This design comes from an exercise in tuning for small area, a short achievable clock period and few clock cycles per item on the open sky130 flow, not from production work. Function was checked by simulation only, so behaviour that the tests miss may differ from the original. Power is estimated from default activity; no workload was simulated.

Setup of run A:
==> flow/design.v (excerpt) <==
module SHA1_hash (
    input              clk,
    input              nreset,
    input              start_hash,
    input      [31:0]  message_addr,
    input      [31:0]  message_size,
    output     [159:0] hash,
    output reg         done,
    input      [31:0]  port_A_data_out,
    output     [15:0]  port_A_addr
);
export LEC_CHECK = 0
export CAP_MARGIN = 20
export CORE_MARGIN = 2
export CORE_UTILIZATION = 40
export SETUP_SLACK_MARGIN = 3.3
export SLEW_MARGIN = 20
create_clock -name core_clock -period 6.0 [get_ports {clk}]
standard.sh (not shown) runs the stock make flow with config.mk's settings and CLKGATE_MAP_FILE= SYNTH_SCRIPT=/design/flow/synth_recipe.tcl, a recipe that flattens the netlist after the stock synthesis.
==> flow/flow/run.sh <==
#!/bin/bash
# Own flow: the standard layout, but synthesis maps adders without Yosys's
# full-adder extraction and with a delay-driven ABC script (flow/abc_speed.script).
set -euo pipefail
W=$PWD
rm -rf "$W/scripts_own"
cp -r "$FLOW_HOME/scripts" "$W/scripts_own"
cp "$W/flow/abc_speed.script" "$W/scripts_own/abc_speed.script"
bash standard.sh SCRIPTS_DIR="$W/scripts_own" ADDER_MAP_FILE= synth > "$W/synth.log" 2>&1
bash standard.sh > "$W/layout.log" 2>&1
==> flow/flow/abc_speed.script <==
strash
dch
map -D 1800
buffer -c
upsize -c -D 1800
dnsize -c -D 1800
Run A finished every stage and its layout cleared the timing, DRC and antenna checks.
Testbench counts of run A, summed over its fixed seeds: cycles 214,546, bytes 152,657.
[inputs] run B vs run A
diff --git a/flow/config.mk b/flow/config.mk
--- a/flow/config.mk
+++ b/flow/config.mk
@@ -10,3 +10,3 @@
 export CORE_UTILIZATION = 40
-export SETUP_SLACK_MARGIN = 3.3
+export SETUP_SLACK_MARGIN = 3.0
 export SLEW_MARGIN = 20
### Flow results
As far as I/O pin count is concerned, run B and run A perform about the same.
Maximum clock rate for run B: 3.0% down relative to run A
[run B vs run A] cell internal power dissipation: lower in run B
Run B — critical path buffer and inverter count 2 lower, run A as reference
From run A to run B the numbers moved as follows: initial antenna violation count has decreased; routed wire length has decreased; leakage component of the power has decreased; number of cells traversed by the worst register-to-register path has decreased; final cell count has decreased.
Run B gives more clock share of power than run A did.
Run B vs run A — clock period minus worst slack rose 0.089 ns.
Edits applied to the flow inputs when going from run B to run C:
==> flow/flow/run.sh <==
#!/bin/bash
# Own flow: the standard layout (standard.sh) with three changes:
# - synthesis maps adders without Yosys's full-adder extraction
#   (ADDER_MAP_FILE empty) and with a delay-driven ABC script
#   (flow/abc_speed.script, copied over ORFS's);
# - ports are buffered with a plain buffer instead of a delay buffer.
# Each step's output goes to a log file of its own here.
set -euo pipefail
W=$PWD
rm -rf "$W/scripts_own"
cp -r "$FLOW_HOME/scripts" "$W/scripts_own"
cp "$W/flow/abc_speed.script" "$W/scripts_own/abc_speed.script"
bash standard.sh SCRIPTS_DIR="$W/scripts_own" ADDER_MAP_FILE= synth > "$W/synth.log" 2>&1
bash standard.sh "BUFFER_PORTS_ARGS=-buffer_cell sky130_fd_sc_hd__buf_2" > "$W/layout.log" 2>&1
diff --git a/flow/config.mk b/flow/config.mk
--- a/flow/config.mk
+++ b/flow/config.mk
@@ -10,2 +10,4 @@
 export CORE_UTILIZATION = 40
+export CTS_CLUSTER_DIAMETER = 60
+export CTS_CLUSTER_SIZE = 24
 export SETUP_SLACK_MARGIN = 3.0
## What came out
Run C: multi-input gate share of total cell area is 1.3 points higher than what run B reported. Compared with run B, in run C layout-stage area growth over the synthesis result down 6.0 points, final core utilization went down by 2.4 points, power per cell area went up 3.0 nW/µm². A endpoint of the worst setup timing path of Q0[31] is what run C shows, while hash[88] belongs to run B. Summary — clock power, run C relative to run B: lower, by about 13%.
Setup changes, run C to run D
diff --git a/flow/config.mk b/flow/config.mk
--- a/flow/config.mk
+++ b/flow/config.mk
@@ -10,4 +10,2 @@
 export CORE_UTILIZATION = 40
-export CTS_CLUSTER_DIAMETER = 60
-export CTS_CLUSTER_SIZE = 24
 export SETUP_SLACK_MARGIN = 3.0
==> comparison <==
- Run C -> run D: count of final max-slew check failures delta 0, exact match
- Looking at sum of routed wire segments on met1, run D sits about 1% higher than run C does.
- Run D: all stages complete, timing, DRC and antenna checks passed
- The share of the cycle needed by the critical path after routing of run D and that of run C are within noise of each other.
- Compared with run C, number of clock-tree buffers in the layout in run D increased by more than a quarter.
- Initial antenna violation count: run C vs run D, no meaningful difference
- Higher proportion of power drawn by combinational gates was reported by run C, not run D.
- Comparing run C and run D, headroom to the max-slew limit is lower on run D.
- The maximum frequency was comparable across run C and run D.
- Summary of run D over run C: global-route usage increased 0.38 points; first-pass GRT wire length grew by about 1.7%.
#### Input delta (run E over run D)
==> flow/flow/run.sh <==
#!/bin/bash
# Own flow: the standard layout, but synthesis maps adders without Yosys's
# full-adder extraction and with a delay-driven ABC script (flow/abc_speed.script).
set -euo pipefail
W=$PWD
rm -rf "$W/scripts_own"
cp -r "$FLOW_HOME/scripts" "$W/scripts_own"
cp "$W/flow/abc_speed.script" "$W/scripts_own/abc_speed.script"
bash standard.sh SCRIPTS_DIR="$W/scripts_own" ADDER_MAP_FILE= synth > "$W/synth.log" 2>&1
bash standard.sh > "$W/layout.log" 2>&1
diff --git a/flow/config.mk b/flow/config.mk
--- a/flow/config.mk
+++ b/flow/config.mk
@@ -10,2 +10,4 @@
 export CORE_UTILIZATION = 40
+export CTS_CLUSTER_DIAMETER = 60
+export CTS_CLUSTER_SIZE = 24
 export SETUP_SLACK_MARGIN = 3.0
Findings:
- Post-detailed-route via-to-cell ratio: run E vs run D down 0.049
- Sort run D and run E by required time of the critical path desc -> top: run D
- Compared with run D, run E shows number of signal-net buffers in the layout higher by 1.
- When run E is set beside run D, its overall global routing resource usage turns out to be 0.16 points smaller.

========
## fjord
SHA1_hash, a different RTL version from the one above (not shown whole).
Size: about 3,600 cells after synthesis, about 920 flip-flops, about 280 I/O pins.
Settings: LEC_CHECK=0, CAP_MARGIN=20, CORE_MARGIN=2, CORE_UTILIZATION=40, SETUP_SLACK_MARGIN=3.1, SLEW_MARGIN=20, TNS_END_PERCENT=10; clock period 6.0 ns.
==> flow/flow/run.sh <==
#!/bin/bash
# Own flow: the standard layout (standard.sh) with three changes:
# - synthesis maps adders without Yosys's full-adder extraction
#   (ADDER_MAP_FILE empty) and with a delay-driven ABC script
#   (flow/abc_speed.script, copied over ORFS's);
# - ports are buffered with a plain buffer instead of a delay buffer;
# - clock tree sinks are clustered in groups of up to 30 flip-flops at most
#   80 um across, without dummy loads.
# Each step's output goes to a log file of its own here.
set -euo pipefail
W=$PWD
rm -rf "$W/scripts_own"
cp -r "$FLOW_HOME/scripts" "$W/scripts_own"
cp "$W/flow/abc_speed.script" "$W/scripts_own/abc_speed.script"
bash standard.sh SCRIPTS_DIR="$W/scripts_own" ADDER_MAP_FILE= synth > "$W/synth.log" 2>&1
bash standard.sh "BUFFER_PORTS_ARGS=-buffer_cell sky130_fd_sc_hd__buf_1" \
  "CTS_ARGS=-sink_clustering_enable -repair_clock_nets -sink_clustering_size 30 -sink_clustering_max_diameter 80 -buf_list sky130_fd_sc_hd__clkbuf_16 -dont_use_dummy_load" > "$W/layout.log" 2>&1
Scripts as last shown in full above: flow/flow/abc_speed.script
fjord went all the way through the flow, and no timing, DRC or antenna check failed.
Testbench counts of fjord, summed over its fixed seeds: cycles 214,546, bytes 152,657.
Input-level comparison between pepper and fjord:
Settings: removing TNS_END_PERCENT (formerly 10); setting CTS_CLUSTER_SIZE to 30 for the first time; changing SETUP_SLACK_MARGIN from 3.1 to 3.2; setting CTS_CLUSTER_DIAMETER to 60 for the first time.
diff --git a/flow/flow/run.sh b/flow/flow/run.sh
--- a/flow/flow/run.sh
+++ b/flow/flow/run.sh
@@ -6,3 +6 @@
-# - ports are buffered with a plain buffer instead of a delay buffer;
-# - clock tree sinks are clustered in groups of up to 30 flip-flops at most
-#   80 um across, without dummy loads.
+# - ports are buffered with a plain buffer instead of a delay buffer.
@@ -16,2 +14 @@
-bash standard.sh "BUFFER_PORTS_ARGS=-buffer_cell sky130_fd_sc_hd__buf_1" \
-  "CTS_ARGS=-sink_clustering_enable -repair_clock_nets -sink_clustering_size 30 -sink_clustering_max_diameter 80 -buf_list sky130_fd_sc_hd__clkbuf_16 -dont_use_dummy_load" > "$W/layout.log" 2>&1
+bash standard.sh "BUFFER_PORTS_ARGS=-buffer_cell sky130_fd_sc_hd__buf_2" > "$W/layout.log" 2>&1
==> results.txt <==
- Setup slack in pepper is larger than in fjord.
- Met1 demand-to-capacity share in global routing: pepper higher than fjord
- Compared with fjord, pepper shows a count of non-CTS buffers in the layout that is 16% higher.
- Buffers plus inverters on the worst setup path is higher on pepper
- Looking at number of cells on the critical path, pepper sits 2 above fjord.
Here is what was changed in the inputs of indigo compared with pepper.
Settings: putting PLACE_DENSITY at 0.75 where nothing was set; swapping 40 for 55 in CORE_UTILIZATION; swapping 3.2 for 3.0 in SETUP_SLACK_MARGIN.
### Flow results
Where worst slew margin relative to its limit is concerned, pepper is outperformed by indigo. Relative to pepper, indigo degrades worst clock skew. For number of buffers outside the clock class in the layout, dividing the value from pepper by the value from indigo gives 1.2. Compared to pepper, indigo has share of final layout cell area taken by non-clock buffers 1.3 points lower. [compare] base=pepper new=indigo: die area saw a decrease, worst hold slack went down by 0.0075 ns.
--- input diff indigo..xenon ---
Settings: CTS_CLUSTER_DIAMETER removed (was 60); CORE_UTILIZATION changed from 55 to 40; CTS_CLUSTER_SIZE removed (was 30); TNS_END_PERCENT newly set to 5; PLACE_DENSITY removed (was 0.75); SETUP_SLACK_MARGIN changed from 3.0 to 3.2.
diff --git a/flow/flow/run.sh b/flow/flow/run.sh
--- a/flow/flow/run.sh
+++ b/flow/flow/run.sh
@@ -6 +6,3 @@
-# - ports are buffered with a plain buffer instead of a delay buffer.
+# - ports are buffered with a plain buffer instead of a delay buffer;
+# - clock tree sinks are clustered in groups of up to 30 flip-flops at most
+#   80 um across, without dummy loads.
@@ -14 +16,2 @@
-bash standard.sh "BUFFER_PORTS_ARGS=-buffer_cell sky130_fd_sc_hd__buf_2" > "$W/layout.log" 2>&1
+bash standard.sh "BUFFER_PORTS_ARGS=-buffer_cell sky130_fd_sc_hd__buf_1" \
+  "CTS_ARGS=-sink_clustering_enable -repair_clock_nets -sink_clustering_size 30 -sink_clustering_max_diameter 80 -buf_list sky130_fd_sc_hd__clkbuf_16 -dont_use_dummy_load" > "$W/layout.log" 2>&1
Findings:
Between xenon and indigo, the met3 track demand over resource in global routing is higher for indigo. Against indigo as the reference, xenon delivers a higher area growth from synthesis to layout. xenon — number of global-route vias before repair 0.54% higher, indigo as reference. Final-layout worst hold slack on xenon is down relative to indigo. Re number of tap cells inserted: xenon is 298 up on indigo. Of the two values seen for capturing instance or port of the critical path, A[22] was produced by xenon and CK[28] by indigo. indigo -> xenon: power dissipated in sequential cells increased slightly. Diff indigo -> xenon: final area up 460 sq um; flip-flop and latch area saw little to no change; period utilization has decreased.

re-timing with driven ports:
No port has a modelled driver above. Below, the same layouts with a new extraction and two added sets of constraints.
Step 1 sets driving cells, clkbuf_16 on the clock port and buf_2 on the other inputs (assumed; they add their load-dependent delay and slew).
Step 2 moves the port delays by t, midway between the first and last clock arrival at a register: inputs arrive t later, outputs are due t later. That takes back most of the time a late clock gives input paths.
Three values: ideal ports, drivers, drivers and shift; two values: the first two.
run | shift t [ns] | setup WS [ns] | worst setup path at the end | worst data-port slew with drivers (ns)
run A | 0.732 | 3.125 / 3.125 / 2.708 | input to register | 0.08
run B | 0.729 | 3.035 / 2.966 / 2.580 | input to register | 0.08
run C | 0.696 | 3.033 / 3.033 / 2.938 | input to register | 0.10
run D | 0.737 | 3.039 / 3.039 / 2.922 | input to register | 0.10
run E | 0.671 | 3.069 / 3.004 / 2.607 | input to register | 0.07
fjord | 0.636 | 3.152 / 3.152 / 2.896 | input to register | 0.10
pepper | 0.679 | 3.159 / 3.159 / 2.805 | input to register | 0.07
indigo | 0.700 | 3.074 / 3.074 / 3.001 | input to register | 0.04
xenon | 0.638 | 3.164 / 3.164 / 2.888 | input to register | 0.10
After both steps setup and hold are still met in every run listed. For run E, which loses most, drivers alone change the setup slack by -0.065 ns; drivers and shift together by -0.462 ns.
